This design comes from an exercise in tuning for small area on the open sky130 flow, not from production work. At most, simulation tests tie the RTL to the original design; equivalence was not proved. The RTL of runs 6 and 7 was laid out without a check of its function. Power figures rest on the tool's default switching activity, not on a simulated workload.

**design.v**
```verilog
module stopwatch(clk, rst, key_reset, key_start_pause, key_display_stop,
 hex0, hex1, hex2, hex3, hex4, hex5, hex6, hex7,
 led0, led1, led2);
	input clk, rst, key_reset, key_start_pause, key_display_stop;
	output [6:0] hex0, hex1, hex2, hex3, hex4, hex5, hex6, hex7;
	output led0, led1, led2;
	reg [3:0] ph;
	wire [3:0] ph_n;
	assign ph_n[0] = (~ph[3] & ph[0]) | (~ph[1] & ph[0]) | (ph[3] & ph[1] & ~ph[0]) | (~ph[2] & ~ph[0]);
	assign ph_n[1] = (ph[0]);
	assign ph_n[2] = (ph[1]);
	assign ph_n[3] = (ph[2]);
	wire smp = (~ph[3] & ~ph[1]);
	wire ph2 = (~ph[3] & ph[2] & ph[0]);
	wire ph3 = (ph[3] & ph[2] & ph[1] & ph[0]);
	always @(posedge clk)
		if (rst) ph <= 4'b1001;
		else ph <= ph_n;
	reg s_s, s_d, s_r;
	reg p_s, p_d, p_r;
	always @(posedge clk)
		if (rst) begin
			s_s <= 1'b0; s_d <= 1'b0; s_r <= 1'b0;
			p_s <= 1'b0; p_d <= 1'b0; p_r <= 1'b0;
		end else if (smp) begin
			s_s <= key_start_pause; s_d <= key_display_stop; s_r <= key_reset;
			p_s <= s_s & ~key_start_pause;
			p_d <= s_d & ~key_display_stop;
			p_r <= s_r & ~key_reset;
		end
	reg frz, run;
	always @(posedge clk)
		if (rst) begin
			frz <= 1'b0; run <= 1'b0;
		end else begin
			if (ph2) frz <= frz ^ p_d;
			if (ph3) run <= run ^ p_s;
		end
	wire clr = ph3 & p_r & ~run;
	reg [1:0] pre;
	wire [1:0] pre_n;
	assign pre_n[0] = (~pre[1] & ~pre[0]);
	assign pre_n[1] = (pre[0]);
	always @(posedge clk)
		if (rst) pre <= 2'b00;
		else if (run) pre <= pre_n;
	wire e0 = run & ((pre[1]));
	wire z = rst | clr;
	wire hold = frz & ~rst;
	reg [3:0] c0, d0;
	wire [3:0] t0, n0;
	wire l0 = (~c0[3] & ~c0[1] & ~c0[0]);
	wire e1 = e0 & l0;
	assign t0[0] = (~c0[3] & c0[0]) | (c0[3] & ~c0[1] & ~c0[0]);
	assign t0[1] = (c0[0]);
	assign t0[2] = (c0[1]);
	assign t0[3] = (c0[2]);
	assign n0 = z ? 4'b1000 : e0 ? t0 : c0;
	always @(posedge clk) c0 <= n0;
	always @(posedge clk) if (!hold) d0 <= n0;
	assign hex0[0] = (~d0[3] & ~d0[1] & d0[0]) | (d0[3] & d0[1] & d0[0]);
	assign hex0[1] = (d0[3] & d0[2] & ~d0[0]);
	assign hex0[2] = (~d0[2] & d0[1] & d0[0]);
	assign hex0[3] = (d0[3] & d0[0]) | (~d0[1] & d0[0]);
	assign hex0[4] = (~d0[1] & d0[0]) | (d0[2] & d0[1]) | (~d0[3] & ~d0[1]);
	assign hex0[5] = (~d0[1] & d0[0]) | (~d0[3] & d0[0]);
	assign hex0[6] = (~d0[2] & ~d0[1]);
	reg [3:0] c1, d1;
	wire [3:0] t1, n1;
	wire l1 = (~c1[3] & ~c1[1] & ~c1[0]);
	wire e2 = e1 & l1;
	assign t1[0] = (~c1[3] & c1[0]) | (c1[3] & ~c1[1] & ~c1[0]);
	assign t1[1] = (c1[0]);
	assign t1[2] = (c1[1]);
	assign t1[3] = (c1[2]);
	assign n1 = z ? 4'b1000 : e1 ? t1 : c1;
	always @(posedge clk) c1 <= n1;
	always @(posedge clk) if (!hold) d1 <= n1;
	assign hex1[0] = (~d1[3] & ~d1[1] & d1[0]) | (d1[3] & d1[1] & d1[0]);
	assign hex1[1] = (d1[3] & d1[2] & ~d1[0]);
	assign hex1[2] = (~d1[2] & d1[1] & d1[0]);
	assign hex1[3] = (d1[3] & d1[0]) | (~d1[1] & d1[0]);
	assign hex1[4] = (~d1[1] & d1[0]) | (d1[2] & d1[1]) | (~d1[3] & ~d1[1]);
	assign hex1[5] = (~d1[1] & d1[0]) | (~d1[3] & d1[0]);
	assign hex1[6] = (~d1[2] & ~d1[1]);
	reg [3:0] c2, d2;
	wire [3:0] t2, n2;
	wire l2 = (~c2[3] & ~c2[1] & ~c2[0]);
	wire e3 = e2 & l2;
	assign t2[0] = (~c2[3] & c2[0]) | (c2[3] & ~c2[1] & ~c2[0]);
	assign t2[1] = (c2[0]);
	assign t2[2] = (c2[1]);
	assign t2[3] = (c2[2]);
	assign n2 = z ? 4'b1000 : e2 ? t2 : c2;
	always @(posedge clk) c2 <= n2;
	always @(posedge clk) if (!hold) d2 <= n2;
	assign hex2[0] = (~d2[3] & ~d2[1] & d2[0]) | (d2[3] & d2[1] & d2[0]);
	assign hex2[1] = (d2[3] & d2[2] & ~d2[0]);
	assign hex2[2] = (~d2[2] & d2[1] & d2[0]);
	assign hex2[3] = (d2[3] & d2[0]) | (~d2[1] & d2[0]);
	assign hex2[4] = (~d2[1] & d2[0]) | (d2[2] & d2[1]) | (~d2[3] & ~d2[1]);
	assign hex2[5] = (~d2[1] & d2[0]) | (~d2[3] & d2[0]);
	assign hex2[6] = (~d2[2] & ~d2[1]);
	reg [2:0] c3, d3;
	wire [2:0] t3, n3;
	wire l3 = (~c3[2] & ~c3[0]);
	wire e4 = e3 & l3;
	assign t3[0] = (~c3[2]);
	assign t3[1] = (c3[0]);
	assign t3[2] = (c3[1]);
	assign n3 = z ? 3'b001 : e3 ? t3 : c3;
	always @(posedge clk) c3 <= n3;
	always @(posedge clk) if (!hold) d3 <= n3;
	assign hex3[0] = (~d3[2] & d3[1]) | (d3[2] & ~d3[1]);
	assign hex3[1] = (~d3[2] & ~d3[0]);
	assign hex3[2] = (d3[2] & d3[0]);
	assign hex3[3] = (~d3[2] & d3[1]) | (d3[2] & ~d3[1]);
	assign hex3[4] = (~d3[0]) | (~d3[2] & d3[1]);
	assign hex3[5] = (d3[1]);
	assign hex3[6] = (~d3[2] & d3[0]);
	reg [3:0] c4, d4;
	wire [3:0] t4, n4;
	wire l4 = (~c4[3] & ~c4[1] & ~c4[0]);
	wire e5 = e4 & l4;
	assign t4[0] = (~c4[3] & c4[0]) | (c4[3] & ~c4[1] & ~c4[0]);
	assign t4[1] = (c4[0]);
	assign t4[2] = (c4[1]);
	assign t4[3] = (c4[2]);
	assign n4 = z ? 4'b1000 : e4 ? t4 : c4;
	always @(posedge clk) c4 <= n4;
	always @(posedge clk) if (!hold) d4 <= n4;
	assign hex4[0] = (~d4[3] & ~d4[1] & d4[0]) | (d4[3] & d4[1] & d4[0]);
	assign hex4[1] = (d4[3] & d4[2] & ~d4[0]);
	assign hex4[2] = (~d4[2] & d4[1] & d4[0]);
	assign hex4[3] = (d4[3] & d4[0]) | (~d4[1] & d4[0]);
	assign hex4[4] = (~d4[1] & d4[0]) | (d4[2] & d4[1]) | (~d4[3] & ~d4[1]);
	assign hex4[5] = (~d4[1] & d4[0]) | (~d4[3] & d4[0]);
	assign hex4[6] = (~d4[2] & ~d4[1]);
	reg [2:0] c5, d5;
	wire [2:0] t5, n5;
	wire l5 = (~c5[2] & ~c5[0]);
	wire e6 = e5 & l5;
	assign t5[0] = (~c5[2]);
	assign t5[1] = (c5[0]);
	assign t5[2] = (c5[1]);
	assign n5 = z ? 3'b001 : e5 ? t5 : c5;
	always @(posedge clk) c5 <= n5;
	always @(posedge clk) if (!hold) d5 <= n5;
	assign hex5[0] = (~d5[2] & d5[1]) | (d5[2] & ~d5[1]);
	assign hex5[1] = (~d5[2] & ~d5[0]);
	assign hex5[2] = (d5[2] & d5[0]);
	assign hex5[3] = (~d5[2] & d5[1]) | (d5[2] & ~d5[1]);
	assign hex5[4] = (~d5[0]) | (~d5[2] & d5[1]);
	assign hex5[5] = (d5[1]);
	assign hex5[6] = (~d5[2] & d5[0]);
	reg [3:0] c6, d6;
	wire [3:0] t6, n6;
	wire l6 = (~c6[3] & ~c6[1] & ~c6[0]);
	wire e7 = e6 & l6;
	assign t6[0] = (~c6[3] & c6[0]) | (c6[3] & ~c6[1] & ~c6[0]);
	assign t6[1] = (c6[0]);
	assign t6[2] = (c6[1]);
	assign t6[3] = (c6[2]);
	assign n6 = z ? 4'b1000 : e6 ? t6 : c6;
	always @(posedge clk) c6 <= n6;
	always @(posedge clk) if (!hold) d6 <= n6;
	assign hex6[0] = (~d6[3] & ~d6[1] & d6[0]) | (d6[3] & d6[1] & d6[0]);
	assign hex6[1] = (d6[3] & d6[2] & ~d6[0]);
	assign hex6[2] = (~d6[2] & d6[1] & d6[0]);
	assign hex6[3] = (d6[3] & d6[0]) | (~d6[1] & d6[0]);
	assign hex6[4] = (~d6[1] & d6[0]) | (d6[2] & d6[1]) | (~d6[3] & ~d6[1]);
	assign hex6[5] = (~d6[1] & d6[0]) | (~d6[3] & d6[0]);
	assign hex6[6] = (~d6[2] & ~d6[1]);
	reg [2:0] c7, d7;
	wire [2:0] t7, n7;
	wire l7 = (~c7[2] & ~c7[0]);
	wire e8 = e7 & l7;
	assign t7[0] = (~c7[2]);
	assign t7[1] = (c7[0]);
	assign t7[2] = (c7[1]);
	assign n7 = z ? 3'b001 : e7 ? t7 : c7;
	always @(posedge clk) c7 <= n7;
	always @(posedge clk) if (!hold) d7 <= n7;
	assign hex7[0] = (~d7[2] & d7[1]) | (d7[2] & ~d7[1]);
	assign hex7[1] = (~d7[2] & ~d7[0]);
	assign hex7[2] = (d7[2] & d7[0]);
	assign hex7[3] = (~d7[2] & d7[1]) | (d7[2] & ~d7[1]);
	assign hex7[4] = (~d7[0]) | (~d7[2] & d7[1]);
	assign hex7[5] = (d7[1]);
	assign hex7[6] = (~d7[2] & d7[0]);
	assign led0 = ~key_display_stop;
	assign led1 = ~key_start_pause;
	assign led2 = ~key_reset;
endmodule
```
**flow/run.sh**
```bash
#!/bin/bash
# Own layout flow: the standard ORFS flow (standard.sh) with these changes
#  - synthesis: the standard flow's synthesis script, but ABC maps for area only (no gate
#    up-sizing or buffering for an assumed load; timing at 10 ns has ample slack)
#    and no half-adder cells are extracted before ABC
#  - port buffers: sky130_fd_sc_hd__buf_1 instead of the resizer's default pick
#  - clock tree: clkbuf_4 buffers and no dummy loads
# Each tool's output goes to the ORFS logs under orfs/logs; make's own output
# goes to flow_make.log.
set -euo pipefail
W=$(pwd)
export BUFFER_PORTS_ARGS="-buffer_cell sky130_fd_sc_hd__buf_1"
export CTS_ARGS="-sink_clustering_enable -repair_clock_nets -buf_list sky130_fd_sc_hd__clkbuf_4 -dont_use_dummy_load -sink_clustering_size 8"
export OWN_ABC_SCRIPT="$W/flow/abc_area_only.script"
export OWN_WORK="$W"
# no half/full adder extraction before ABC: ABC maps that logic as well
export ADDER_MAP_FILE=
sed "s#SYNTH_SCRIPT=[^ ]*#SYNTH_SCRIPT=$W/flow/synth.tcl#" standard.sh > own_standard.sh
grep -q "SYNTH_SCRIPT=$W/flow/synth.tcl" own_standard.sh
bash own_standard.sh > flow_make.log 2>&1
```
**flow/abc_area_only.script**
```
strash
dch -f
map -a
topo
```
**flow/synth.tcl**
```tcl
# The standard flow's synthesis script (synth_recipe.tcl), with ABC's script replaced.
proc abc {args} {
  set i [lsearch -exact $args -script]
  if { $i >= 0 } {
    lset args [expr { $i + 1 }] $::env(OWN_ABC_SCRIPT)
  }
  yosys abc {*}$args
}
source $::env(OWN_WORK)/synth_recipe.tcl
```
**standard.sh**
```bash
#!/bin/bash
# synth_recipe.tcl (not shown) runs the flow's synth.tcl, then flattens the netlist and writes it again
# the make line also repeats each setting of config.mk as NAME=value (left out here)
make -C /OpenROAD-flow-scripts/flow DESIGN_CONFIG=/design/flow/config.mk WORK_HOME=/design/flow/orfs CLKGATE_MAP_FILE= SYNTH_SCRIPT=/design/flow/synth_recipe.tcl "${@:-finish}"
```
**config.mk**
```make
export PLATFORM = sky130hd
export DESIGN_NAME = stopwatch
export DESIGN_NICKNAME = stopwatch
export VERILOG_FILES = /design/flow/design.v
export SDC_FILE = /design/flow/constraint.sdc
export NUM_CORES = 8
export LEC_CHECK = 0
export ABC_AREA = 1
export CAP_MARGIN = 20
export CORE_MARGIN = 2
export CORE_UTILIZATION = 40
export SLEW_MARGIN = 20
```
**constraint.sdc**
```tcl
create_clock -name core_clock -period 10.0 [get_ports {clk}]
set_input_delay 2.0000 -clock core_clock [delete_from_list [all_inputs] [get_ports {clk}]]
set_output_delay 2.0000 -clock core_clock [all_outputs]
set_load 0.01 [all_outputs]
```
==> run_results.csv, run 1 <==
group,metric,value,unit
status,status,"no timing/DRC/antenna violations",
pwr,p_comb_frac,0.025,
global_route,overflow,0,
setup_path,cp-end-kind,"register",
clock_network,clk_latency,0.41,ns
setup_path,max_stage_delay,0.62,ns
clock_network,htree_num_levels,3,
synth,synth_cells,314,
synth,synth_area_leaders,"edfxtp_1 30%, dfxtp_1 30%, clkinv_1 6.4%, nand2_1 6.4%, a21oi_1 6.0%",
clock_network,cts_root_buf,"clkbuf_4",
global_route,grt_antenna_before_repair,0,
place,io_buffers,63,
detailed_routing,viasPerCell,4.72,
setup_path,cpMostUsedCell,"clkinv_1",
timing,finalSetupTns,0,ns
clock_network,cts_made_buffers,9,
detailed_routing,drc,0,
timing,tightest_slew,0.829,ns
global_route,grt_pass1_wl,7.72,mm
floorplanning,io_pins,64,
setup_path,required,10.16,ns
synth,yosysSeqAreaShare,0.606,
setup_path,path_class,"reg2reg",
synth,synth_edf_count,29,
setup_path,critPathLaunchType,"register",
timing,finalSetupViolations,0,
timing,relSlewSlack,0.445,
finish,final_util,0.472,
synth,syn_avg_cell_area,9.09,sq um
clock_network,cts_resized,0,
pwr,internal-power,0.350,mW
pwr,pwr-share-seq,0.697,
synth,synth_top_area_share,0.305,
global_route,grt_usage,0.131,
detailed_routing,vias,2250,
pwr,p_sw,0.0898,mW
finish,syn_to_final_growth,13.5,%
setup_path,crit_slowest_cell,"nor3_1",
synth,ys.flop_type,"dfxtp_1",
run,drv_cap,0,
pwr,powerDensity,136,nW/um^2
timing,worst_clock_skew,0.0291,ns
floorplanning,die_h,88.5,microns
setup_path,critical_path_peak_fanout,8,
timing,finalCriticalPeriod,4.91,ns
clock_network,cts_tree,"done",
detailed_routing,dr.pass1.iters,4,
pwr,clock_power_share,0.278,
timing,timing.final.max_slew_violations,0,
pwr,p_sw_frac,0.204,
synth,syn-num-nets,319,
timing,finalCritPeriodShare,0.491,
place,dpl.hpwl,3.58,mm
floorplanning,rows,30,
global_route,grt_pass1_vias,1803,
pwr,p_leak,1.17,nW
timing,timing.fmax,0.204,GHz
synth,ys_types,18,
setup_path,critPathArrivalTime,5.07,ns
timing,hold_viol_final,0,
synth,syn_area,2860,sq um
synth,synth_area_leader_cell,"edfxtp_1",
timing,rsz0062_at_grt,"false",
finish,diodes,0,
floorplanning,die_w,88.5,microns
setup_path,cp_cell_sequence,"clkinv_1 -> nor2_1 -> clkinv_1 -> nor2_1 -> nand2_1 -> clkinv_1 -> nand2_1 -> nor4_1 -> clkinv_1 -> nor3_1 -> nand2_1 -> nor3_1 -> clkinv_1 -> nor4_1 -> clkinv_1 -> a21oi_1 -> o21ai_0",
place,gp_congestion,0.794,
clock_network,cts_setup_buffers,0,
finish,final_net_count,388,
clock_network,cts.sinks,72,
synth,yosysWarnings,1,
finish,drive_gt1_frac,0.0262,
synth,synth-async-reset-ratio,0,
detailed_routing,routed_wl,4.87,mm
clock_network,cts_buffer_depth,2,
global_route,grt_start_max_net_pins,21,
pwr,ir_drop,66.7,uV
synth,yosys-top-cells-count,"49 x clkinv_1, 49 x nand2_1, 43 x dfxtp_1, 43 x nor2_1, 34 x a21oi_1",
detailed_routing,drt_iter0_drc,41,
detailed_routing,ant_nets,0,
floorplanning,die_area,7830,sq um
clock_network,postCtsHoldBufs,0,
worst_hold_path,worstHoldPathType,"reg2reg",
clock_network,path_clk_slew,0.11,ns
floorplanning,start_util,0.416,
floorplanning,core_area,6870,sq um
detailed_routing,wl_per_cell,10.2,microns
synth,ys_ff_latch,72,
metrics by stage:
step / power, mW / instances / hold slack [ns] / worst slack (ns) / instance area (sq um)
2_1_floorplan: 0.321 / 314 / 0.427 / 5.90 / 2860
3_3_place_gp: 0.324 / 468 / 0.440 / 5.39 / 3170
3_5_place_dp: 0.324 / 468 / 0.445 / 5.10 / 3170
4_1_cts: 0.448 / 477 / 0.457 / 5.11 / 3240
5_1_grt: 0.460 / 477 / 0.482 / 4.36 / 3240
6_report: 0.440 / 477 / 0.457 / 5.09 / 3240
worst max-delay path: cells and delay by family, from the launching register on:
family / cells / cell delay, ns
AOI/OAI and AO/OA: 2 / 0.29
buffers and inverters: 6 / 1.11
DFF: 1 / 0.37
and+or+nand+nor: 9 / 2.90
worst paths after layout:
kind	to	slack (ns)	startpoint	cells past startpoint
worst max-delay path	d7[0]	5.09	run	17
worst min-delay path	frz	0.46	frz	2
worst max register to register	d7[0]	5.09	run	17
worst min register to register	frz	0.46	frz	2
flip-flops by register name, indices dropped and copies added, names as in the netlist, 4 cells and up:
register / flops
c0: 4
c1: 4
c2: 4
c4: 4
c6: 4
d0: 4
d1: 4
d2: 4
d4: 4
d6: 4
ph: 4
final cells by class:
class | instances | area, sq um
clock buffers | 9 | 67.6
fillers | 675 | 3630
inverters | 49 | 184
multi-input cells | 187 | 895
flip-flops and latches | 72 | 1730
well taps | 96 | 120
repair buffers | 64 | 244
logic make-up after synthesis:
group | synth area share
and+or+nand+nor | 0.161
DFF | 0.606
AOI/OAI and AO/OA | 0.143
buffers and inverters | 0.0802
xor gates and xnor gates | 0.00920
power groups by stage:
stage	Clock (mW)	Combinational [mW]	Sequential, mW
6_report	0.122	0.0108	0.307
5_1_grt	0.141	0.0128	0.307
4_1_cts	0.130	0.0110	0.307
3_5_place_dp	0	0.0110	0.313
3_3_place_gp	0	0.0108	0.313
2_1_floorplan	0	0.00751	0.313
cells in the final DEF, fill, tap and decap left out, drive strengths merged, types with 9 or more instances in the layout:
cell,Yosys,routed
clkbuf,0,9
dfxtp,43,43
clkinv,49,49
nor3,13,13
o21ai,10,10
edfxtp,29,29
nand2,49,49
a21oi,34,34
nor2,43,43
buf,6,64
a31oi,10,10
metal layers:
metal	wire length, microns	track usage	up-vias
li1	-	-	1192
met1	2250	0.159	995
met2	2230	0.203	53
met3	243	0.0364	10
met4	143	0.0868	0
met5	0	0	-
==> run 2: changes to the inputs <==
==> flow/abc_area_only.script (replaced) <==
strash
dch -f
amap
topo
==> run_results.csv, run 2 <==
group,metric,value,unit
synth,synth_area_leaders,"edfxtp_1 31%, dfxtp_1 31%, clkinv_1 6.0%, nor2_1 5.6%, a22oi_1 3.8%",
synth,yosysWarnings,1,
clock_network,postCtsHoldBufs,0,
synth,synth_xor_area_frac,0,
synth,ys_types,27,
place,io_buffers,63,
pwr,powerDensity,137,nW/um^2
timing,worst_clock_skew,0.0268,ns
detailed_routing,drt_iter0_drc,68,
finish,final_net_count,348,
worst_hold_path,worstHoldPathType,"reg2reg",
setup_path,required,10.13,ns
synth,synth_edf_count,29,
setup_path,critPathLaunchType,"register",
clock_network,clk_latency,0.39,ns
detailed_routing,drc,0,
synth,synthMuxAreaShare,0,
setup_path,critical_path_peak_fanout,5,
global_route,grt_usage,0.134,
setup_path,path_buf_inv,9,
clock_network,cts_tree,"done",
timing,tightest_slew,0.750,ns
detailed_routing,routed_wl,4.87,mm
pwr,p_sw_frac,0.201,
clock_network,htree_num_levels,3,
setup_path,path_class,"reg2reg",
status,status,"no timing/DRC/antenna violations",
clock_network,path_clk_slew,0.10,ns
setup_path,cpMostUsedCell,"clkinv_1",
floorplanning,io_pins,64,
timing,hold_viol_final,0,
synth,syn-num-nets,278,
timing,finalCriticalPeriod,6.76,ns
floorplanning,start_util,0.412,
finish,final_cell_mix,"63 x buf_1, 45 x clkinv_1, 43 x dfxtp_1",
synth,synth-compound-area-share,0.187,
pwr,clock_power_share,0.278,
setup_path,max_stage_delay,0.63,ns
floorplanning,die_area,7680,sq um
finish,fill_cells,642,
clock_network,cts_made_buffers,9,
synth,synth_top_area_share,0.311,
pwr,p_leak,1.10,nW
clock_network,cts_root_buf,"clkbuf_4",
synth,yosysSeqAreaShare,0.619,
synth,synth_most_common_cell,"clkinv_1",
global_route,grt_antenna_before_repair,0,
finish,seqCellArea,1730,sq um
global_route,grt_pass1_wl,7.90,mm
clock_network,cts_setup_buffers,0,
setup_path,cp-end-kind,"register",
detailed_routing,dr.pass1.iters,4,
setup_path,path_depth,19,
synth,synth_fa_ha_area_frac,0,
clock_network,cts_resized,0,
pwr,pwr-share-seq,0.700,
finish,stdcell_count,437,
setup_path,critPathArrivalTime,6.89,ns
floorplanning,die_h,87.6,microns
timing,finalCritPeriodShare,0.676,
global_route,overflow,0,
finish,layout_commonest_cell,"buf_1",
worst_hold_path,hold_depth,2,
synth,ys.flop_type,"dfxtp_1",
finish,diodes,0,
finish,drive_gt1_frac,0.0352,
timing,finalSetupTns,0,ns
synth,synth_area_leader_cell,"edfxtp_1",
clock_network,cts_buffer_depth,2,
floorplanning,die_w,87.6,microns
synth,synth-async-reset-ratio,0,
run,drv_cap,0,
clock_network,cts.sinks,72,
synth,yosys-top-cells-count,"45 x clkinv_1, 43 x dfxtp_1, 42 x nor2_1",
synth,synthSimpleGateAreaFrac,0.117,
place,gp_congestion,0.823,
floorplanning,rows,30,
floorplanning,core_area,6790,sq um
timing,timing.fmax,0.148,GHz
synth,synth_cells,273,
finish,syn_to_final_growth,14.2,%
synth,ys_ff_latch,72,
global_route,grt_pass1_vias,1881,
global_route,grt_start_max_net_pins,30,
place,dp.cells,428,
detailed_routing,wl_per_cell,11.2,microns
timing,relSlewSlack,0.496,
timing,rsz0062_at_grt,"false",
timing,timing.final.max_slew_violations,0,
synth,synth_top_family_by_area,"compound AO/OA/AOI/OAI gates",
timing,finalSetupViolations,0,
detailed_routing,ant_nets,0,
setup_path,cp_cell_sequence,"clkinv_1 -> nor2_1 -> clkinv_1 -> nor4_1 -> clkinv_1 -> nor4_1 -> clkinv_1 -> nor4_1 -> clkinv_1 -> nor3_1 -> clkinv_1 -> nor4_1 -> clkinv_1 -> nor3_1 -> clkinv_1 -> nor4_1 -> clkinv_1 -> a21oi_1 -> o21ai_0",
setup_path,r2r_cells,19,
synth,syn_avg_cell_area,10.2,sq um
place,dpl.hpwl,3.57,mm
pwr,internal-power,0.350,mW
detailed_routing,viasPerCell,4.97,
pwr,ir_drop,91.0,uV
finish,multiInputGateArea,855,sq um
setup_path,cp_top_family,"simple AND/OR/NAND/NOR gates",
detailed_routing,vias,2171,
setup_path,crit_slowest_cell,"nor4_1",
pwr,p_sw,0.0879,mW
synth,syn_area,2800,sq um
pwr,p_comb_frac,0.022,
## run 2: cell count changes in the layout (fill, tap and decap cells not counted), moves of 5 or more
cell     delta
a21oi_1    -14
a22oi_1    +14
a31oi_1    -10
and3_1      +5
nand2_1    -42
o22ai_1     +6
## run 2: path summary, 6_finish.rpt
path                            slack, ns     to  from
worst min-delay path                 0.46    frz   frz
worst min register to register       0.46    frz   frz
worst max-delay path                 3.24  d7[0]   run
worst max register to register       3.24  d7[0]   run
## run 2: cell type report
class	count	area share
well taps	96	0.0376
inverters	45	0.0529
repair buffers	65	0.0787
flip-flops and latches	72	0.542
multi-input cells	150	0.268
clock buffers	9	0.0212
## run 2: stage by stage
step / hold WS [ns] / setup WS (ns) / total power, mW / cell area, sq um / utilization
global placement: 0.439 / 3.66 / 0.323 / 3130 / 0.460
finish: 0.460 / 3.24 / 0.438 / 3190 / 0.470
global route: 0.488 / 2.36 / 0.458 / 3190 / 0.470
floorplan: 0.430 / 4.35 / 0.319 / 2800 / -
CTS: 0.462 / 3.24 / 0.445 / 3190 / 0.470
detailed placement: 0.445 / 3.29 / 0.323 / 3130 / 0.460
## run 2: routing by layer
| layer | GRT usage | vias to the layer above | share of wire |
|---|---|---|---|
| met5 | 0 | - | 0 |
| met4 | 0.0559 | 0 | 0.021 |
| met2 | 0.224 | 54 | 0.49 |
| met1 | 0.149 | 974 | 0.44 |
| met3 | 0.0575 | 10 | 0.047 |
| li1 | - | 1133 | - |
## run 2: cell families (layout without fill, tap and decap cells)
logic type / after synthesis / after routing
AOI/OAI and AO/OA: 76 / 76
buffers and inverters: 51 / 119
and+or+nand+nor: 74 / 74
DFF: 72 / 72
## run 2: worst register-to-register path: cells and delay by family, from the launching register on
kind	cells	cell delay (ns)
DFF	1	0.41
AOI/OAI and AO/OA	2	0.29
and+or+nand+nor	8	3.67
buffers and inverters	9	2.14
## run 2: power groups by stage
stage / Combinational, mW / Sequential, mW / Clock (mW)
floorplan: 0.00622 / 0.313 / 0
global placement: 0.00976 / 0.313 / 0
detailed placement: 0.00992 / 0.313 / 0
CTS: 0.00992 / 0.307 / 0.129
global route: 0.0111 / 0.307 / 0.140
finish: 0.00978 / 0.307 / 0.121
==> run 3: changes to the inputs <==
--- a/design.v
+++ b/design.v
@@ -8,11 +8,11 @@
 	wire [3:0] ph_n;
-	assign ph_n[0] = (~ph[3] & ph[0]) | (~ph[1] & ph[0]) | (ph[3] & ph[1] & ~ph[0]) | (~ph[2] & ~ph[0]);
-	assign ph_n[1] = (ph[0]);
-	assign ph_n[2] = (ph[1]);
-	assign ph_n[3] = (ph[2]);
-	wire smp = (~ph[3] & ~ph[1]);
-	wire ph2 = (~ph[3] & ph[2] & ph[0]);
-	wire ph3 = (ph[3] & ph[2] & ph[1] & ph[0]);
+	assign ph_n[0] = (~ph[3] & ph[0]) | (~ph[2] & ~ph[1] & ph[0]) | (ph[3] & ph[1] & ~ph[0]);
+	assign ph_n[1] = (~ph[0]);
+	assign ph_n[2] = (~ph[1]);
+	assign ph_n[3] = (~ph[2]);
+	wire smp = (ph[3] & ~ph[1] & ~ph[0]);
+	wire ph2 = (~ph[3] & ph[0]);
+	wire ph3 = (~ph[2] & ~ph[1] & ph[0]);
 	always @(posedge clk)
-		if (rst) ph <= 4'b1001;
+		if (rst) ph <= 4'b0000;
 		else ph <= ph_n;
--- a/config.mk
+++ b/config.mk
@@ -8,5 +8,5 @@
 export ABC_AREA = 1
-export CAP_MARGIN = 20
+export CAP_MARGIN = 0
 export CORE_MARGIN = 2
 export CORE_UTILIZATION = 40
-export SLEW_MARGIN = 20
+export SLEW_MARGIN = 0
==> run_results.csv, run 3 <==
group,metric,value,unit
timing,timing.fmax,0.147,GHz
floorplanning,die_area,7610,sq um
finish,final_cell_mix,"63 x buf_1, 46 x nor2_1, 43 x dfxtp_1",
place,gp_congestion,0.754,
detailed_routing,viasPerCell,5.15,
setup_path,cpMostUsedCell,"clkinv_1",
clock_network,cts_buffer_depth,2,
setup_path,cp-end-kind,"register",
setup_path,crit_slowest_cell,"nor4_1",
pwr,clock_power_share,0.277,
synth,synthSimpleGateAreaFrac,0.118,
synth,synth-async-reset-ratio,0,
global_route,grt_pass1_vias,1822,
status,status,"no timing/DRC/antenna violations",
timing,tightest_slew,0.786,ns
setup_path,cp_cell_sequence,"clkinv_1 -> nor2_1 -> clkinv_1 -> nor4_1 -> clkinv_1 -> nor4_1 -> clkinv_1 -> nor4_1 -> clkinv_1 -> nor3_1 -> clkinv_1 -> nor4_1 -> clkinv_1 -> nor3_1 -> clkinv_1 -> nor4_1 -> clkinv_1 -> a21oi_1 -> o21ai_0",
finish,stdcell_count,416,
synth,yosysSeqAreaShare,0.625,
clock_network,path_clk_slew,0.09,ns
place,placed_cell_area,3070,sq um
clock_network,cts_root_buf,"clkbuf_4",
timing,finalCritPeriodShare,0.680,
pwr,internal-power,0.350,mW
synth,ys.flop_type,"dfxtp_1",
clock_network,cts_setup_buffers,0,
detailed_routing,routed_wl,4.86,mm
global_route,grt_antenna_before_repair,0,
timing,timing.final.max_slew_violations,0,
clock_network,cts.sinks,72,
finish,diodes,0,
detailed_routing,dr.pass1.iters,4,
timing,rsz0062_at_grt,"false",
detailed_routing,vias,2141,
synth,syn_area,2770,sq um
synth,synthMuxAreaShare,0,
synth,syn-num-nets,274,
place,place_ws,3.17,ns
timing,finalCriticalPeriod,6.80,ns
synth,synth_area_leaders,"edfxtp_1 31%, dfxtp_1 31%, nor2_1 6.2%, clkinv_1 5.6%, a21oi_1 4.0%",
pwr,powerDensity,140,nW/um^2
pwr,pwr-share-seq,0.700,
place,dp.cells,407,
setup_path,required,10.13,ns
synth,synth_xor_area_frac,0,
floorplanning,rows,30,
setup_path,max_stage_delay,0.65,ns
setup_path,critPathLaunchType,"register",
floorplanning,io_pins,64,
pwr,p_leak,1.09,nW
clock_network,htree_num_levels,3,
synth,synth_area_leader_cell,"edfxtp_1",
floorplanning,die_h,87.2,microns
timing,relSlewSlack,0.471,
global_route,grt_usage,0.135,
synth,syn_avg_cell_area,10.3,sq um
synth,synth_fa_ha_area_frac,0,
worst_hold_path,worstHoldPathType,"reg2reg",
place,dpl.hpwl,3.49,mm
timing,worst_clock_skew,0.0243,ns
setup_path,critical_path_peak_fanout,6,
setup_path,critPathArrivalTime,6.93,ns
synth,synth_edf_count,29,
setup_path,cp_top_family,"simple AND/OR/NAND/NOR gates",
global_route,grt_pass1_wl,7.93,mm
clock_network,cts_resized,0,
run,drv_cap,0,
floorplanning,die_w,87.2,microns
setup_path,path_buf_inv,9,
synth,ys_types,23,
pwr,p_sw_frac,0.202,
clock_network,cts_tree,"done",
synth,yosys-top-cells-count,"46 x nor2_1, 43 x dfxtp_1, 41 x clkinv_1",
pwr,p_sw,0.0888,mW
synth,synth_most_common_cell,"nor2_1",
timing,setup_slack,3.20,ns
detailed_routing,wl_per_cell,11.7,microns
synth,ys_ff_latch,72,
clock_network,postCtsHoldBufs,0,
global_route,grt_start_max_net_pins,30,
clock_network,cts_made_buffers,9,
floorplanning,core_area,6760,sq um
finish,fin_area,3140,sq um
detailed_routing,drt_iter0_drc,57,
synth,synth_top_area_share,0.314,
synth,synth_cells,269,
synth,synth_top_family_by_area,"compound AO/OA/AOI/OAI gates",
global_route,overflow,0,
timing,finalSetupTns,0,ns
floorplanning,start_util,0.410,
pwr,ir_drop,71.6,uV
detailed_routing,ant_nets,0,
finish,layout_commonest_cell,"buf_1",
synth,synth-compound-area-share,0.185,
finish,syn_to_final_growth,13.2,%
clock_network,clk_latency,0.40,ns
place,io_buffers,63,
finish,drive_gt1_frac,0.0298,
pwr,p_comb_frac,0.023,
setup_path,path_class,"reg2reg",
detailed_routing,drc,0,
finish,final_net_count,343,
synth,yosysWarnings,1,
finish,fill_cells,655,
timing,hold_viol_final,0,
timing,finalSetupViolations,0,
run 3: through the flow:
stage               total power, mW  hold slack (ns)   util
finish                        0.439            0.430  0.464
global route                  0.459            0.451  0.464
CTS                           0.444            0.430  0.464
detailed placement            0.324            0.410  0.454
global placement              0.324            0.409  0.454
floorplan                     0.320            0.390      -
run 3: logic make-up after synthesis:
family          count (synthesis)
compound gates                 74
flops                          72
simple gates                   76
buf+inv                        47
run 3: power groups by stage:
stage / Sequential, mW / Combinational (mW) / Clock, mW
6_report: 0.307 / 0.0101 / 0.122
3_5_place_dp: 0.314 / 0.0102 / 0
3_3_place_gp: 0.314 / 0.0101 / 0
4_1_cts: 0.307 / 0.0102 / 0.126
2_1_floorplan: 0.313 / 0.00658 / 0
5_1_grt: 0.307 / 0.0114 / 0.140
run 3: path summary, 6_finish.rpt:
check	slack [ns]	startpoint	to	cells after the start
worst max-delay path	3.20	run	d7[0]	19
worst min-delay path	0.43	ph[2]	ph[3]	1
worst min register to register	0.43	ph[2]	ph[3]	1
worst max register to register	3.20	run	d7[0]	19
run 3: layout make-up:
| class | count | area (sq um) | area share |
|---|---|---|---|
| flip-flops and latches | 72 | 1730 | 0.552 |
| multi-input cells | 150 | 840 | 0.268 |
| repair buffers | 64 | 244 | 0.0778 |
| inverters | 41 | 154 | 0.0491 |
| well taps | 80 | 100 | 0.0319 |
| clock buffers | 9 | 67.6 | 0.0215 |
run 3: per-layer routing:
metal | vias to the layer above | routed length (microns) | global-route usage
met5 | - | 0 | 0
met4 | 0 | 116 | 0.0783
met3 | 11 | 249 | 0.0351
met2 | 64 | 2120 | 0.206
met1 | 961 | 2370 | 0.173
li1 | 1105 | - | -
==> run 4: changes to the inputs <==
--- a/config.mk
+++ b/config.mk
@@ -11,2 +11,3 @@
 export CORE_UTILIZATION = 40
+export GPL_TIMING_DRIVEN = 0
 export SLEW_MARGIN = 0
==> run_results.csv, run 4 <==
group,metric,value,unit
clock_network,cts_setup_buffers,0,
setup_path,required,10.13,ns
synth,yosysWarnings,1,
timing,hold_viol_final,0,
timing,worst_clock_skew,0.0351,ns
clock_network,cts_tree,"done",
synth,synth_area_leaders,"edfxtp_1 31%, dfxtp_1 31%, nor2_1 6.2%, clkinv_1 5.6%, a21oi_1 4.0%",
clock_network,cts.sinks,72,
clock_network,cts_buffer_depth,2,
finish,final_net_count,348,
detailed_routing,dr.pass1.iters,5,
worst_hold_path,worstHoldPathType,"reg2reg",
setup_path,cpMostUsedCell,"clkinv_1",
setup_path,cp_top_family,"simple AND/OR/NAND/NOR gates",
finish,layout_commonest_cell,"buf_1",
clock_network,postCtsHoldBufs,0,
synth,ys_types,23,
detailed_routing,drt_iter0_drc,66,
synth,synth_area_leader_cell,"edfxtp_1",
clock_network,cts_resized,0,
detailed_routing,wl_per_cell,11.1,microns
pwr,ir_drop,64.1,uV
finish,syn_to_final_growth,14.6,%
synth,synth_most_common_cell,"nor2_1",
synth,syn_area,2770,sq um
setup_path,path_buf_inv,9,
place,dpl.hpwl,3.34,mm
floorplanning,die_area,7610,sq um
place,placed_cell_area,3110,sq um
setup_path,cp-end-kind,"register",
timing,finalSetupTns,0,ns
global_route,grt_usage,0.129,
floorplanning,core_area,6760,sq um
timing,relSlewSlack,0.208,
detailed_routing,routed_wl,4.68,mm
clock_network,cts_made_buffers,9,
synth,synth_top_area_share,0.314,
synth,yosys-top-cells-count,"46 x nor2_1, 43 x dfxtp_1, 41 x clkinv_1",
global_route,grt_pass1_wl,7.54,mm
finish,drive_gt1_frac,0.0440,
setup_path,crit_slowest_cell,"nor4_1",
finish,final_cell_mix,"63 x buf_1, 46 x nor2_1, 43 x dfxtp_1",
synth,syn-num-nets,274,
detailed_routing,viasPerCell,5.03,
synth,ys.flop_type,"dfxtp_1",
synth,syn_avg_cell_area,10.3,sq um
floorplanning,die_h,87.2,microns
clock_network,path_clk_slew,0.10,ns
pwr,powerDensity,138,nW/um^2
run,drv_cap,0,
timing,finalCriticalPeriod,6.93,ns
timing,tightest_slew,1.19,ns
finish,fin_area,3170,sq um
setup_path,cp_cell_sequence,"clkinv_1 -> nor2_1 -> clkinv_1 -> nor4_1 -> clkinv_1 -> nor4_1 -> clkinv_1 -> nor4_1 -> clkinv_1 -> nor3_1 -> clkinv_1 -> nor4_1 -> clkinv_1 -> nor3_1 -> clkinv_1 -> nor4_1 -> clkinv_1 -> a21oi_1 -> o21ai_0",
timing,finalCritPeriodShare,0.693,
global_route,grt_start_max_net_pins,30,
timing,timing.final.max_slew_violations,0,
pwr,p_leak,1.12,nW
global_route,grt_antenna_before_repair,0,
timing,rsz0062_at_grt,"false",
setup_path,path_class,"reg2reg",
synth,ys_ff_latch,72,
synth,yosysSeqAreaShare,0.625,
setup_path,critical_path_peak_fanout,6,
floorplanning,die_w,87.2,microns
detailed_routing,vias,2118,
setup_path,critPathArrivalTime,7.05,ns
place,gp_congestion,0.795,
setup_path,critPathLaunchType,"register",
detailed_routing,drc,0,
status,status,"no timing/DRC/antenna violations",
synth,synth_cells,269,
floorplanning,io_pins,64,
synth,synth_edf_count,29,
detailed_routing,ant_nets,0,
place,io_buffers,63,
global_route,grt_pass1_vias,1752,
floorplanning,rows,30,
timing,timing.fmax,0.144,GHz
global_route,overflow,0,
clock_network,htree_num_levels,3,
floorplanning,start_util,0.410,
finish,diodes,0,
clock_network,clk_latency,0.40,ns
timing,finalSetupViolations,0,
clock_network,cts_root_buf,"clkbuf_4",
setup_path,max_stage_delay,0.68,ns
synth,synth-async-reset-ratio,0,
## run 4: cell counts after synthesis
Identical to the previous run, type by type.
## run 4: cell type report
type                       count  area (sq um)
fill                         644          3580
multi-input combinational    150           840
buffer                         6          45.0
tap                           80           100
timing repair buffer          63           236
clock buffer                   9          67.6
inverter                      41           154
sequential                    72          1730
## run 4: worst paths after layout
path,slack [ns],from,endpoint,depth (start not counted)
setup / recovery,3.07,run,d7[0],19
hold / removal,0.42,ph[2],ph[3],1
hold reg to reg,0.42,ph[2],ph[3],1
setup reg to reg,3.07,run,d7[0],19
## run 4: cells by family after synthesis
kind of cell           synth area share
AOI/OAI and AO/OA                 0.185
buffers and inverters            0.0718
DFF                               0.625
and+or+nand+nor                   0.118
## run 4: stage by stage
stage	cells	setup slack (ns)	hold slack, ns	util	power [mW]
4_1_cts	421	3.02	0.425	0.470	0.444
3_5_place_dp	412	3.03	0.416	0.460	0.324
2_1_floorplan	269	4.40	0.390	-	0.320
3_3_place_gp	412	3.13	0.409	0.460	0.324
5_1_grt	421	1.79	0.448	0.470	0.457
6_report	421	3.07	0.424	0.470	0.438
## run 4: layer usage
layer,part of all wire,track usage,up-vias
met1,0.50,0.173,924
met3,0.054,0.0313,6
met5,0,0,-
met4,0.015,0.0811,0
met2,0.43,0.187,59
li1,-,-,1129
## run 4: where the power goes
group / internal, mW / switching (mW)
Sequential: 0.305 / 0.00168
Clock: 0.0419 / 0.0791
Combinational: 0.00296 / 0.00720
Total: 0.350 / 0.0880
==> run 5: changes to the inputs <==
--- a/config.mk
+++ b/config.mk
@@ -8,6 +8,5 @@
 export ABC_AREA = 1
-export CAP_MARGIN = 0
+export CAP_MARGIN = 20
 export CORE_MARGIN = 2
 export CORE_UTILIZATION = 40
-export GPL_TIMING_DRIVEN = 0
-export SLEW_MARGIN = 0
+export SLEW_MARGIN = 20
==> run_results.csv, run 5 <==
group,metric,value,unit
pwr,p_sw,0.0888,mW
pwr,p_comb_frac,0.023,
global_route,grt_pass1_wl,7.93,mm
place,gp_congestion,0.754,
finish,final_net_count,343,
setup_path,cp-end-kind,"register",
floorplanning,core_area,6760,sq um
timing,finalSetupViolations,0,
global_route,use_met2,0.206,
pwr,ir_drop,71.6,uV
global_route,grt_antenna_before_repair,0,
floorplanning,rows,30,
timing,setup_slack,3.20,ns
pwr,total_power,0.439,mW
finish,diodes,0,
synth,synth_top_area_share,0.314,
synth,syn_area,2770,sq um
setup_path,critPathLaunchType,"register",
finish,stdcell_count,416,
detailed_routing,drt_iter0_drc,57,
pwr,internal-power,0.350,mW
pwr,pwr-share-seq,0.700,
global_route,grt_start_max_net_pins,30,
finish,layout_commonest_cell,"buf_1",
timing,rsz0062_at_grt,"false",
worst_hold_path,worstHoldPathType,"reg2reg",
floorplanning,die_w,87.2,microns
synth,syn_avg_cell_area,10.3,sq um
clock_network,cts_made_buffers,9,
timing,timing.final.max_slew_violations,0,
place,place_ws,3.17,ns
clock_network,postCtsHoldBufs,0,
timing,timing.fmax,0.147,GHz
detailed_routing,drc,0,
floorplanning,die_h,87.2,microns
timing,finalSetupTns,0,ns
global_route,grt.busiest_layer,"met2",
detailed_routing,vias,2141,
global_route,grt_usage,0.135,
status,status,"no timing/DRC/antenna violations",
synth,ys.flop_type,"dfxtp_1",
detailed_routing,wl_per_cell,11.7,microns
clock_network,htree_num_levels,3,
clock_network,cts_root_buf,"clkbuf_4",
floorplanning,start_util,0.410,
timing,relSlewSlack,0.471,
setup_path,path_class,"reg2reg",
clock_network,cts_setup_buffers,0,
clock_network,cts_tree,"done",
detailed_routing,ant_nets,0,
pwr,clock_power_share,0.277,
synth,synth-async-reset-ratio,0,
worst_hold_path,hold_depth,1,
pwr,p_sw_frac,0.202,
setup_path,r2r_cells,19,
synth,ys_ff_latch,72,
pwr,p_leak,1.09,nW
place,io_buffers,63,
synth,synth_area_leader_cell,"edfxtp_1",
setup_path,critical_path_peak_fanout,6,
floorplanning,die_area,7610,sq um
detailed_routing,routed_wl,4.86,mm
place,dpl.hpwl,3.49,mm
finish,syn_to_final_growth,13.2,%
clock_network,path_clk_slew,0.09,ns
setup_path,critPathArrivalTime,6.93,ns
synth,syn-num-nets,274,
timing,tightest_slew,0.786,ns
finish,final_util,0.464,
global_route,grtUsageMet3,0.0351,
synth,yosysSeqAreaShare,0.625,
global_route,grt_pass1_vias,1822,
clock_network,cts_buffer_depth,2,
synth,ys_types,23,
finish,final_cell_mix,"63 x buf_1, 46 x nor2_1, 43 x dfxtp_1",
place,dp.cells,407,
global_route,grt_use_met1,0.173,
timing,worst_clock_skew,0.0243,ns
synth,yosys-top-cells-count,"46 x nor2_1, 43 x dfxtp_1, 41 x clkinv_1",
floorplanning,io_pins,64,
detailed_routing,dr.pass1.iters,4,
clock_network,clk_latency,0.40,ns
synth,synth_cells,269,
detailed_routing,viasPerCell,5.15,
timing,hold_viol_final,0,
clock_network,cts_resized,0,
run,drv_cap,0,
synth,synth_area_leaders,"edfxtp_1 31%, dfxtp_1 31%, nor2_1 6.2%, clkinv_1 5.6%, a21oi_1 4.0%",
timing,finalCritPeriodShare,0.680,
setup_path,required,10.13,ns
synth,yosysWarnings,1,
pwr,powerDensity,140,nW/um^2
global_route,overflow,0,
finish,drive_gt1_frac,0.0298,
timing,finalCriticalPeriod,6.80,ns
clock_network,cts.sinks,72,
synth,synth_most_common_cell,"nor2_1",
synth,synth_edf_count,29,
run 5: cell counts after synthesis:
No cell type changed its count.
run 5: power groups by stage:
| stage | registers (mW) | logic [mW] | clock network, mW |
|---|---|---|---|
| final | 0.307 | 0.0101 | 0.122 |
| after global routing | 0.307 | 0.0114 | 0.140 |
| after CTS | 0.307 | 0.0102 | 0.126 |
| after detailed placement | 0.314 | 0.0102 | 0 |
| after global placement | 0.314 | 0.0101 | 0 |
| after floorplan | 0.313 | 0.00658 | 0 |
run 5: cell type report:
cell class,instances,area [sq um]
Clock buffer,9,67.6
Fill cell,655,3620
Multi-Input combinational cell,150,840
Inverter,41,154
Sequential cell,72,1730
Tap cell,80,100
Timing Repair Buffer,64,244
run 5: cell families (layout without fill, tap and decap cells):
group                  count (synthesis)  after routing  synth area share
AO/OA/AOI/OAI                         74             74             0.185
buffers and inverters                 47            114            0.0718
flip-flops                            72             72             0.625
AND/OR/NAND/NOR                       76             76             0.118
run 5: final timing paths:
check	from	endpoint	slack, ns
max reg2reg	run	d7[0]	3.20
max	run	d7[0]	3.20
min reg2reg	ph[2]	ph[3]	0.43
min	ph[2]	ph[3]	0.43
run 5: worst max-delay path, stage by stage (launching register included):
cell and delay, ns:
dfxtp_1 0.43, clkinv_1 0.14, nor2_1 0.28, clkinv_1 0.19, nor4_1 0.55, clkinv_1 0.27
nor4_1 0.65, clkinv_1 0.27, nor4_1 0.48, clkinv_1 0.28, nor3_1 0.46, clkinv_1 0.24
nor4_1 0.40, clkinv_1 0.23, nor3_1 0.47, clkinv_1 0.27, nor4_1 0.44, clkinv_1 0.22
a21oi_1 0.16, o21ai_0 0.12
run 5: stage by stage:
step | hold slack [ns] | instance area [sq um]
2_1_floorplan | 0.390 | 2770
5_1_grt | 0.451 | 3140
3_3_place_gp | 0.409 | 3070
6_report | 0.430 | 3140
4_1_cts | 0.430 | 3140
3_5_place_dp | 0.410 | 3070
run 5: metal layers:
metal,share of wire,vias to the layer above
li1,-,1105
met2,0.44,64
met4,0.024,0
met5,0,-
met3,0.051,11
met1,0.49,961
==> run 6: changes to the inputs <==
--- a/design.v
+++ b/design.v
@@ -18,22 +18,34 @@
 		else ph <= ph_n;
-	reg s_s, s_d, s_r;
-	reg p_s, p_d, p_r;
-	always @(posedge clk)
-		if (rst) begin
-			s_s <= 1'b0; s_d <= 1'b0; s_r <= 1'b0;
-			p_s <= 1'b0; p_d <= 1'b0; p_r <= 1'b0;
-		end else if (smp) begin
-			s_s <= key_start_pause; s_d <= key_display_stop; s_r <= key_reset;
-			p_s <= s_s & ~key_start_pause;
-			p_d <= s_d & ~key_display_stop;
-			p_r <= s_r & ~key_reset;
-		end
-	reg frz, run;
-	always @(posedge clk)
-		if (rst) begin
-			frz <= 1'b0; run <= 1'b0;
-		end else begin
-			if (ph2) frz <= frz ^ p_d;
-			if (ph3) run <= run ^ p_s;
-		end
+	reg s_s;
+	reg s_d;
+	reg s_r;
+	reg p_s;
+	reg p_d;
+	reg p_r;
+	reg frz;
+	reg run;
+	always @(posedge clk)
+		if (rst) s_s <= 1'b0;
+		else if (smp) s_s <= key_start_pause;
+	always @(posedge clk)
+		if (rst) s_d <= 1'b0;
+		else if (smp) s_d <= key_display_stop;
+	always @(posedge clk)
+		if (rst) s_r <= 1'b0;
+		else if (smp) s_r <= key_reset;
+	always @(posedge clk)
+		if (rst) p_s <= 1'b0;
+		else if (smp) p_s <= s_s & ~key_start_pause;
+	always @(posedge clk)
+		if (rst) p_d <= 1'b0;
+		else if (smp) p_d <= s_d & ~key_display_stop;
+	always @(posedge clk)
+		if (rst) p_r <= 1'b0;
+		else if (smp) p_r <= s_r & ~key_reset;
+	always @(posedge clk)
+		if (rst) frz <= 1'b0;
+		else if (ph2) frz <= frz ^ p_d;
+	always @(posedge clk)
+		if (rst) run <= 1'b0;
+		else if (ph3) run <= run ^ p_s;
 	wire clr = ph3 & p_r & ~run;
--- a/config.mk
+++ b/config.mk
@@ -10,3 +10,4 @@
 export CORE_MARGIN = 2
-export CORE_UTILIZATION = 40
+export CORE_UTILIZATION = 70
+export PLACE_DENSITY = 0.85
 export SLEW_MARGIN = 20
==> run_results.csv, run 6 <==
group,metric,value,unit
synth,yosysSeqAreaShare,0.623,
synth,ys_ff_latch,72,
setup_path,required,10.11,ns
synth,synth_area_leaders,"edfxtp_1 31%, dfxtp_1 31%, nor2_1 6.3%, clkinv_1 6.1%, a22oi_1 4.3%",
clock_network,path_clk_slew,0.09,ns
place,gp_congestion,0.856,
setup_path,path_class,"reg2reg",
finish,fill_cells,250,
finish,drive_gt1_frac,0.0293,
synth,ys.flop_type,"dfxtp_1",
global_route,overflow,0,
place,dpl.hpwl,3.56,mm
timing,finalSetupTns,0,ns
pwr,ir_drop,131,uV
global_route,grt_usage,0.244,
clock_network,cts_made_buffers,9,
setup_path,timing.rr.start,"run",
detailed_routing,ant_nets,0,
finish,diodes,0,
detailed_routing,drt_iter0_drc,113,
synth,synth_cells,274,
floorplanning,start_util,0.743,
synth,synth_area_leader_cell,"edfxtp_1",
detailed_routing,drc,0,
clock_network,postCtsHoldBufs,0,
clock_network,cts_resized,0,
floorplanning,io_pins,64,
timing,timing.fmax,0.139,GHz
floorplanning,core_area,3740,sq um
global_route,grt_pass1_vias,1944,
status,status,"no timing/DRC/antenna violations",
timing,rsz0062_at_grt,"false",
detailed_routing,routed_wl,4.96,mm
synth,syn_avg_cell_area,10.1,sq um
setup_path,reg2reg_slack,2.81,ns
finish,layout_commonest_cell,"buf_1",
detailed_routing,wl_per_cell,12.8,microns
global_route,grt_antenna_before_repair,0,
clock_network,cts_setup_buffers,0,
clock_network,htree_num_levels,3,
timing,whs,0.425,ns
synth,synth_top_area_share,0.313,
pwr,p_leak,1.09,nW
finish,fin_area,3110,sq um
setup_path,critical_path_peak_fanout,6,
floorplanning,die_w,67.0,microns
setup_path,cp-end-kind,"register",
pwr,powerDensity,141,nW/um^2
setup_path,critPathArrivalTime,7.30,ns
synth,yosysWarnings,1,
clock_network,clk_latency,0.39,ns
run,drv_cap,0,
setup_path,crit_path_end,"d7[0]",
global_route,grt_start_max_net_pins,26,
setup_path,startpoint,"run",
floorplanning,die_h,67.0,microns
finish,final_net_count,348,
synth,syn-num-nets,279,
place,io_buffers,63,
timing,relSlewSlack,0.424,
floorplanning,rows,22,
synth,synth_edf_count,29,
place,placed_cell_area,3040,sq um
timing,worst_clock_skew,0.0166,ns
clock_network,cts.sinks,72,
synth,synth-async-reset-ratio,0,
worst_hold_path,worstHoldPathType,"reg2reg",
clock_network,cts_buffer_depth,2,
timing,timing.final.max_slew_violations,0,
floorplanning,die_area,4490,sq um
detailed_routing,vias,2231,
synth,ys_types,22,
synth,yosys-top-cells-count,"47 x nor2_1, 45 x clkinv_1, 43 x dfxtp_1",
timing,hold_viol_final,0,
finish,final_cell_mix,"63 x buf_1, 47 x nor2_1, 45 x clkinv_1",
setup_path,r2r_cells,19,
setup_path,r2r_end,"d7[0]",
timing,finalCriticalPeriod,7.19,ns
global_route,grt_pass1_wl,8.06,mm
detailed_routing,viasPerCell,5.74,
synth,syn_area,2780,sq um
clock_network,cts_root_buf,"clkbuf_4",
finish,syn_to_final_growth,11.7,%
clock_network,cts_tree,"done",
setup_path,critPathLaunchType,"register",
timing,finalSetupViolations,0,
timing,tightest_slew,0.856,ns
timing,finalCritPeriodShare,0.719,
synth,synth_most_common_cell,"nor2_1",
pwr,total_power,0.437,mW
detailed_routing,dr.pass1.iters,4,
## run 6: logic make-up after synthesis
| family | after synthesis | synth area share |
|---|---|---|
| DFF | 72 | 0.623 |
| buffers and inverters | 51 | 0.0770 |
| AOI/OAI and AO/OA | 73 | 0.178 |
| and+or+nand+nor | 78 | 0.122 |
## run 6: stage by stage
step	instances	util	setup WS [ns]
3_3_place_gp	380	0.812	3.80
5_1_grt	389	0.830	1.74
3_5_place_dp	380	0.812	3.04
2_1_floorplan	274	-	4.40
4_1_cts	389	0.830	2.89
6_report	389	0.830	2.81
## run 6: cell type report
cell class | instances | area (sq um) | share of cell area
clock buffer | 9 | 67.6 | 0.0217
inverter | 45 | 169 | 0.0544
multi-input combinational | 151 | 835 | 0.269
sequential | 72 | 1730 | 0.557
tap | 48 | 60.1 | 0.0193
timing repair buffer | 64 | 244 | 0.0785
## run 6: report_power, final
part           internal [mW]  switching (mW)
Clock                 0.0418          0.0778
Sequential             0.305         0.00204
Combinational        0.00279         0.00704
## run 6: critical path, cell delays in order, from the launching register on
cell and delay [ns]:
dfxtp_1 0.44, clkinv_1 0.14, nor2_1 0.26, clkinv_1 0.19, nor4_1 0.64, clkinv_1 0.30, nor4_1 0.71, clkinv_1 0.31
nor4_1 0.48, clkinv_1 0.27, nor3_1 0.48, clkinv_1 0.25, nor4_1 0.41, clkinv_1 0.24, nor3_1 0.44, clkinv_1 0.25
nor4_1 0.49, clkinv_1 0.26, a21oi_1 0.19, o21ai_0 0.15
## run 6: worst min-delay path by stage
stage | cells after the start | from | slack (ns) | end
floorplan | 1 | ph[2] | 0.39 | ph[3]
global placement | 1 | ph[2] | 0.40 | ph[3]
detailed placement | 1 | ph[2] | 0.42 | ph[3]
CTS | 1 | ph[2] | 0.43 | ph[3]
global route | 1 | ph[2] | 0.44 | ph[3]
finish | 1 | ph[2] | 0.42 | ph[3]
## run 6: metal layers
| layer | track usage | wire length (microns) | vias up |
|---|---|---|---|
| met1 | 0.281 | 2040 | 1021 |
| li1 | - | - | 1117 |
| met5 | 0 | 0 | - |
| met4 | 0.156 | 112 | 0 |
| met3 | 0.0524 | 316 | 14 |
| met2 | 0.408 | 2490 | 79 |
==> run 7: changes to the inputs <==
--- a/flow/run.sh
+++ b/flow/run.sh
@@ -12,3 +12,3 @@
 export BUFFER_PORTS_ARGS="-buffer_cell sky130_fd_sc_hd__buf_1"
-export CTS_ARGS="-sink_clustering_enable -repair_clock_nets -buf_list sky130_fd_sc_hd__clkbuf_4 -dont_use_dummy_load -sink_clustering_size 8"
+export CTS_ARGS="-sink_clustering_enable -repair_clock_nets -buf_list sky130_fd_sc_hd__clkbuf_4 -dont_use_dummy_load -sink_clustering_size 12"
 export OWN_ABC_SCRIPT="$W/flow/abc_area_only.script"
==> run_results.csv, run 7 <==
group,metric,value,unit
floorplanning,rows,22,
detailed_routing,routed_wl,4.96,mm
clock_network,htree_num_levels,3,
status,status,"no timing/DRC/antenna violations",
setup_path,cp_top_family,"simple AND/OR/NAND/NOR gates",
timing,finalSetupViolations,0,
timing,worst_clock_skew,0.0166,ns
setup_path,r2r_cells,19,
global_route,grt_antenna_before_repair,0,
setup_path,crit_slowest_cell,"nor4_1",
floorplanning,die_area,4490,sq um
finish,syn_to_final_growth,11.7,%
floorplanning,die_h,67.0,microns
place,io_buffers,63,
clock_network,cts_made_buffers,9,
setup_path,cpMostUsedCell,"clkinv_1",
finish,final_cell_mix,"63 x buf_1, 47 x nor2_1, 45 x clkinv_1",
finish,final_net_count,348,
clock_network,cts.sinks,72,
timing,timing.fmax,0.139,GHz
synth,yosysSeqAreaShare,0.623,
clock_network,cts_buffer_depth,2,
synth,synth_area_leader_cell,"edfxtp_1",
global_route,overflow,0,
synth,yosys-top-cells-count,"47 x nor2_1, 45 x clkinv_1, 43 x dfxtp_1",
clock_network,cts_tree,"done",
place,gp_congestion,0.856,
place,dp.cells,380,
clock_network,path_clk_slew,0.09,ns
floorplanning,start_util,0.743,
setup_path,critical_path_peak_fanout,6,
finish,layout_commonest_cell,"buf_1",
clock_network,postCtsHoldBufs,0,
setup_path,critPathLaunchType,"register",
clock_network,cts_resized,0,
global_route,grt_pass1_wl,8.06,mm
detailed_routing,vias,2231,
detailed_routing,viasPerCell,5.74,
synth,synth_top_area_share,0.313,
timing,finalCriticalPeriod,7.19,ns
synth,syn-num-nets,279,
setup_path,r2r_end,"d7[0]",
timing,rsz0062_at_grt,"false",
synth,synth_cells,274,
pwr,powerDensity,141,nW/um^2
finish,diodes,0,
pwr,ir_drop,131,uV
timing,relSlewSlack,0.424,
floorplanning,die_w,67.0,microns
worst_hold_path,worstHoldPathType,"reg2reg",
synth,synth-async-reset-ratio,0,
timing,whs,0.425,ns
timing,timing.final.max_slew_violations,0,
floorplanning,core_area,3740,sq um
clock_network,clk_latency,0.39,ns
worst_hold_path,hold_path_end,"ph[3]",
setup_path,path_class,"reg2reg",
synth,syn_avg_cell_area,10.1,sq um
place,dpl.hpwl,3.56,mm
setup_path,max_stage_delay,0.71,ns
setup_path,critPathArrivalTime,7.30,ns
detailed_routing,ant_nets,0,
setup_path,timing.rr.start,"run",
pwr,p_leak,1.09,nW
clock_network,cts_root_buf,"clkbuf_4",
timing,finalSetupTns,0,ns
global_route,grt_usage,0.244,
timing,tightest_slew,0.856,ns
setup_path,required,10.11,ns
synth,ys_ff_latch,72,
detailed_routing,drc,0,
global_route,grt_pass1_vias,1944,
setup_path,reg2reg_slack,2.81,ns
global_route,grt_start_max_net_pins,26,
synth,yosysWarnings,1,
detailed_routing,wl_per_cell,12.8,microns
synth,ys_types,22,
detailed_routing,dr.pass1.iters,4,
synth,synth_edf_count,29,
setup_path,path_buf_inv,9,
synth,synth_most_common_cell,"nor2_1",
worst_hold_path,hold_depth,1,
clock_network,cts_setup_buffers,0,
setup_path,cp_cell_sequence,"clkinv_1 -> nor2_1 -> clkinv_1 -> nor4_1 -> clkinv_1 -> nor4_1 -> clkinv_1 -> nor4_1 -> clkinv_1 -> nor3_1 -> clkinv_1 -> nor4_1 -> clkinv_1 -> nor3_1 -> clkinv_1 -> nor4_1 -> clkinv_1 -> a21oi_1 -> o21ai_0",
worst_hold_path,hp-start,"ph[2]",
finish,drive_gt1_frac,0.0293,
run,drv_cap,0,
synth,ys.flop_type,"dfxtp_1",
detailed_routing,drt_iter0_drc,113,
setup_path,cp-end-kind,"register",
floorplanning,io_pins,64,
timing,hold_viol_final,0,
finish,stdcell_count,389,
synth,synth_area_leaders,"edfxtp_1 31%, dfxtp_1 31%, nor2_1 6.3%, clkinv_1 6.1%, a22oi_1 4.3%",
synth,syn_area,2780,sq um
timing,finalCritPeriodShare,0.719,
[run 7: cell counts after synthesis]
Identical to the previous run, type by type.
[run 7: layer usage]
metal,wire (microns),global-route usage,share of wire
met3,316,0.0524,0.064
met2,2490,0.408,0.50
met5,0,0,0
met1,2040,0.281,0.41
met4,112,0.156,0.023
[run 7: cell families (layout without fill, tap and decap cells)]
family | Yosys count | after routing | synth area share
simple gates | 78 | 78 | 0.122
flops | 72 | 72 | 0.623
compound gates | 73 | 73 | 0.178
buf+inv | 51 | 118 | 0.0770
[run 7: final cells by class]
type	instances	area, sq um
Sequential cell	72	1730
Multi-Input combinational cell	151	835
Fill cell	250	637
Timing Repair Buffer	64	244
Inverter	45	169
Clock buffer	9	67.6
Tap cell	48	60.1
[run 7: through the flow]
| step | total power [mW] | instance area (sq um) | utilization | setup WS (ns) |
|---|---|---|---|---|
| floorplan | 0.320 | 2780 | - | 4.40 |
| global placement | 0.323 | 3040 | 0.812 | 3.80 |
| detailed placement | 0.324 | 3040 | 0.812 | 3.04 |
| CTS | 0.438 | 3110 | 0.830 | 2.89 |
| global route | 0.455 | 3110 | 0.830 | 1.74 |
| finish | 0.437 | 3110 | 0.830 | 2.81 |
[run 7: how the worst max path moves through the flow]
stage            end  slack [ns]  cells after the start  startpoint
2_1_floorplan  d7[0]        4.40                     19         run
3_3_place_gp   d7[0]        3.80                     19         run
3_5_place_dp   d7[0]        3.04                     19         run
4_1_cts        d7[0]        2.89                     19         run
5_1_grt        d7[0]        1.74                     19         run
6_report       d7[0]        2.81                     19         run
[run 7: power by group]
group,leakage (nW),switching [mW],total [mW],internal (mW)
Sequential,0.671,0.00204,0.307,0.305
Combinational,0.373,0.00704,0.00984,0.00279
Clock,0.0414,0.0778,0.120,0.0418
Total,1.09,0.0868,0.437,0.350
==> run 8: changes to the inputs <==
--- a/design.v
+++ b/design.v
@@ -25,3 +25,4 @@
 	reg frz;
-	reg run;
+	reg run_n;
+	wire run = ~run_n;
 	always @(posedge clk)
@@ -48,4 +49,4 @@
 	always @(posedge clk)
-		if (rst) run <= 1'b0;
-		else if (ph3) run <= run ^ p_s;
+		if (rst) run_n <= 1'b1;
+		else if (ph3) run_n <= ~(run ^ p_s);
 	wire clr = ph3 & p_r & ~run;
--- a/flow/run.sh
+++ b/flow/run.sh
@@ -12,3 +12,3 @@
 export BUFFER_PORTS_ARGS="-buffer_cell sky130_fd_sc_hd__buf_1"
-export CTS_ARGS="-sink_clustering_enable -repair_clock_nets -buf_list sky130_fd_sc_hd__clkbuf_4 -dont_use_dummy_load -sink_clustering_size 12"
+export CTS_ARGS="-sink_clustering_enable -repair_clock_nets -buf_list sky130_fd_sc_hd__clkbuf_4 -dont_use_dummy_load -sink_clustering_size 8"
 export OWN_ABC_SCRIPT="$W/flow/abc_area_only.script"
--- a/config.mk
+++ b/config.mk
@@ -10,4 +10,3 @@
 export CORE_MARGIN = 2
-export CORE_UTILIZATION = 70
-export PLACE_DENSITY = 0.85
+export CORE_UTILIZATION = 40
 export SLEW_MARGIN = 20
==> run_results.csv, run 8 <==
group,metric,value,unit
timing,finalSetupViolations,0,
clock_network,htree_num_levels,3,
clock_network,cts_tree,"done",
timing,timing.final.max_slew_violations,0,
place,placed_cell_area,3060,sq um
status,status,"no timing/DRC/antenna violations",
timing,timing.fmax,0.161,GHz
finish,drive_gt1_frac,0.0296,
timing,finalCriticalPeriod,6.19,ns
timing,rsz0062_at_grt,"false",
clock_network,path_clk_slew,0.10,ns
detailed_routing,dr.pass1.iters,4,
pwr,total_power,0.439,mW
synth,ys.flop_type,"dfxtp_1",
synth,syn_area,2760,sq um
place,gp_congestion,0.806,
synth,synth_area_leaders,"edfxtp_1 32%, dfxtp_1 31%, nor2_1 6.9%, clkinv_1 5.3%, a22oi_1 4.3%",
timing,finalCritPeriodShare,0.619,
floorplanning,core_area,6760,sq um
global_route,grt_antenna_before_repair,0,
global_route,grt_usage,0.132,
global_route,grtUsageMet3,0.0370,
global_route,grt_pass1_wl,7.76,mm
setup_path,cp_top_family,"simple AND/OR/NAND/NOR gates",
pwr,ir_drop,88.2,uV
synth,syn_avg_cell_area,10.2,sq um
finish,layout_commonest_cell,"buf_1",
setup_path,path_class,"reg2reg",
global_route,grt_start_max_net_pins,30,
global_route,grt_pass1_vias,1802,
setup_path,path_buf_inv,8,
timing,relSlewSlack,0.487,
setup_path,max_stage_delay,0.60,ns
clock_network,clk_latency,0.40,ns
pwr,p_leak,1.10,nW
detailed_routing,drc,0,
global_route,use_met2,0.214,
finish,fin_area,3130,sq um
place,io_buffers,63,
place,dp.cells,409,
setup_path,cp_cell_sequence,"clkinv_1 -> nand2_1 -> nor4_1 -> clkinv_1 -> nor4_1 -> clkinv_1 -> nor4_1 -> clkinv_1 -> nor3_1 -> clkinv_1 -> nor4_1 -> clkinv_1 -> nor3_1 -> clkinv_1 -> nor4_1 -> clkinv_1 -> a21oi_1 -> o21ai_0",
synth,synth_cells,271,
synth,synth_area_leader_cell,"edfxtp_1",
timing,worst_clock_skew,0.0315,ns
timing,hold_viol_final,0,
global_route,grt.busiest_layer,"met2",
finish,syn_to_final_growth,13.3,%
floorplanning,die_area,7590,sq um
synth,yosys-top-cells-count,"51 x nor2_1, 43 x dfxtp_1, 39 x clkinv_1",
timing,tightest_slew,0.763,ns
finish,stdcell_count,418,
place,dpl.hpwl,3.44,mm
synth,ys_types,23,
setup_path,critPathArrivalTime,6.32,ns
setup_path,crit_slowest_cell,"nor4_1",
synth,synth_top_area_share,0.315,
run,drv_cap,0,
clock_network,cts.sinks,72,
synth,yosysSeqAreaShare,0.627,
setup_path,critical_path_peak_fanout,6,
synth,syn-num-nets,276,
clock_network,cts_root_buf,"clkbuf_4",
clock_network,cts_made_buffers,9,
finish,diodes,0,
setup_path,required,10.13,ns
synth,synth_edf_count,29,
detailed_routing,wl_per_cell,11.5,microns
setup_path,critPathLaunchType,"register",
clock_network,cts_setup_buffers,0,
floorplanning,rows,30,
finish,final_net_count,345,
==> run 8: cell type report <==
| class | count | area, sq um |
|---|---|---|
| Timing Repair Buffer | 64 | 244 |
| Tap cell | 80 | 100 |
| Sequential cell | 72 | 1730 |
| Fill cell | 646 | 3630 |
| Multi-Input combinational cell | 154 | 841 |
| Clock buffer | 9 | 67.6 |
| Inverter | 39 | 146 |
==> run 8: worst paths after layout <==
kind	start	endpoint	depth (start not counted)	slack [ns]
max reg2reg	run_n	d7[0]	18	3.81
min	ph[0]	ph[1]	1	0.40
max	run_n	d7[0]	18	3.81
min reg2reg	ph[0]	ph[1]	1	0.40
==> run 8: routing by layer <==
layer | vias up | part of all wire
li1 | 1119 | -
met1 | 972 | 0.47
met2 | 53 | 0.46
met3 | 10 | 0.042
met4 | 0 | 0.024
met5 | - | 0
==> run 8: worst reg2reg max path, stage by stage (launching register included) <==
cell      delay (ns)
dfxtp_1         0.34
clkinv_1        0.11
nand2_1         0.12
nor4_1          0.60
clkinv_1        0.28
nor4_1          0.58
clkinv_1        0.27
nor4_1          0.43
clkinv_1        0.24
nor3_1          0.44
clkinv_1        0.23
nor4_1          0.40
clkinv_1        0.25
nor3_1          0.44
clkinv_1        0.25
nor4_1          0.42
clkinv_1        0.23
a21oi_1         0.17
o21ai_0         0.15
==> run 8: metrics by stage <==
stage               hold slack, ns  worst slack (ns)
finish                       0.401              3.81
detailed placement           0.410              3.83
CTS                          0.416              3.80
global route                 0.436              2.94
floorplan                    0.390              4.77
global placement             0.405              4.11
==> run 8: cells by family (layout without fill, tap and decap cells) <==
family          Yosys count  count (layout)  share of synthesized area
compound gates           71              71                      0.175
buf+inv                  45             112                     0.0693
flops                    72              72                      0.627
simple gates             83              83                      0.129
==> run 8: report_power, final <==
group	internal, mW	switching, mW
Combinational	0.00282	0.00717
Clock	0.0418	0.0803
Sequential	0.305	0.00154

Setup slack of run 8, layout unchanged: 3.807 ns with ideal ports, 3.807 ns with driving cells assumed (clock clkbuf_16, inputs buf_2), 3.807 ns with port delays also shifted by the 0.413 ns mid clock arrival.
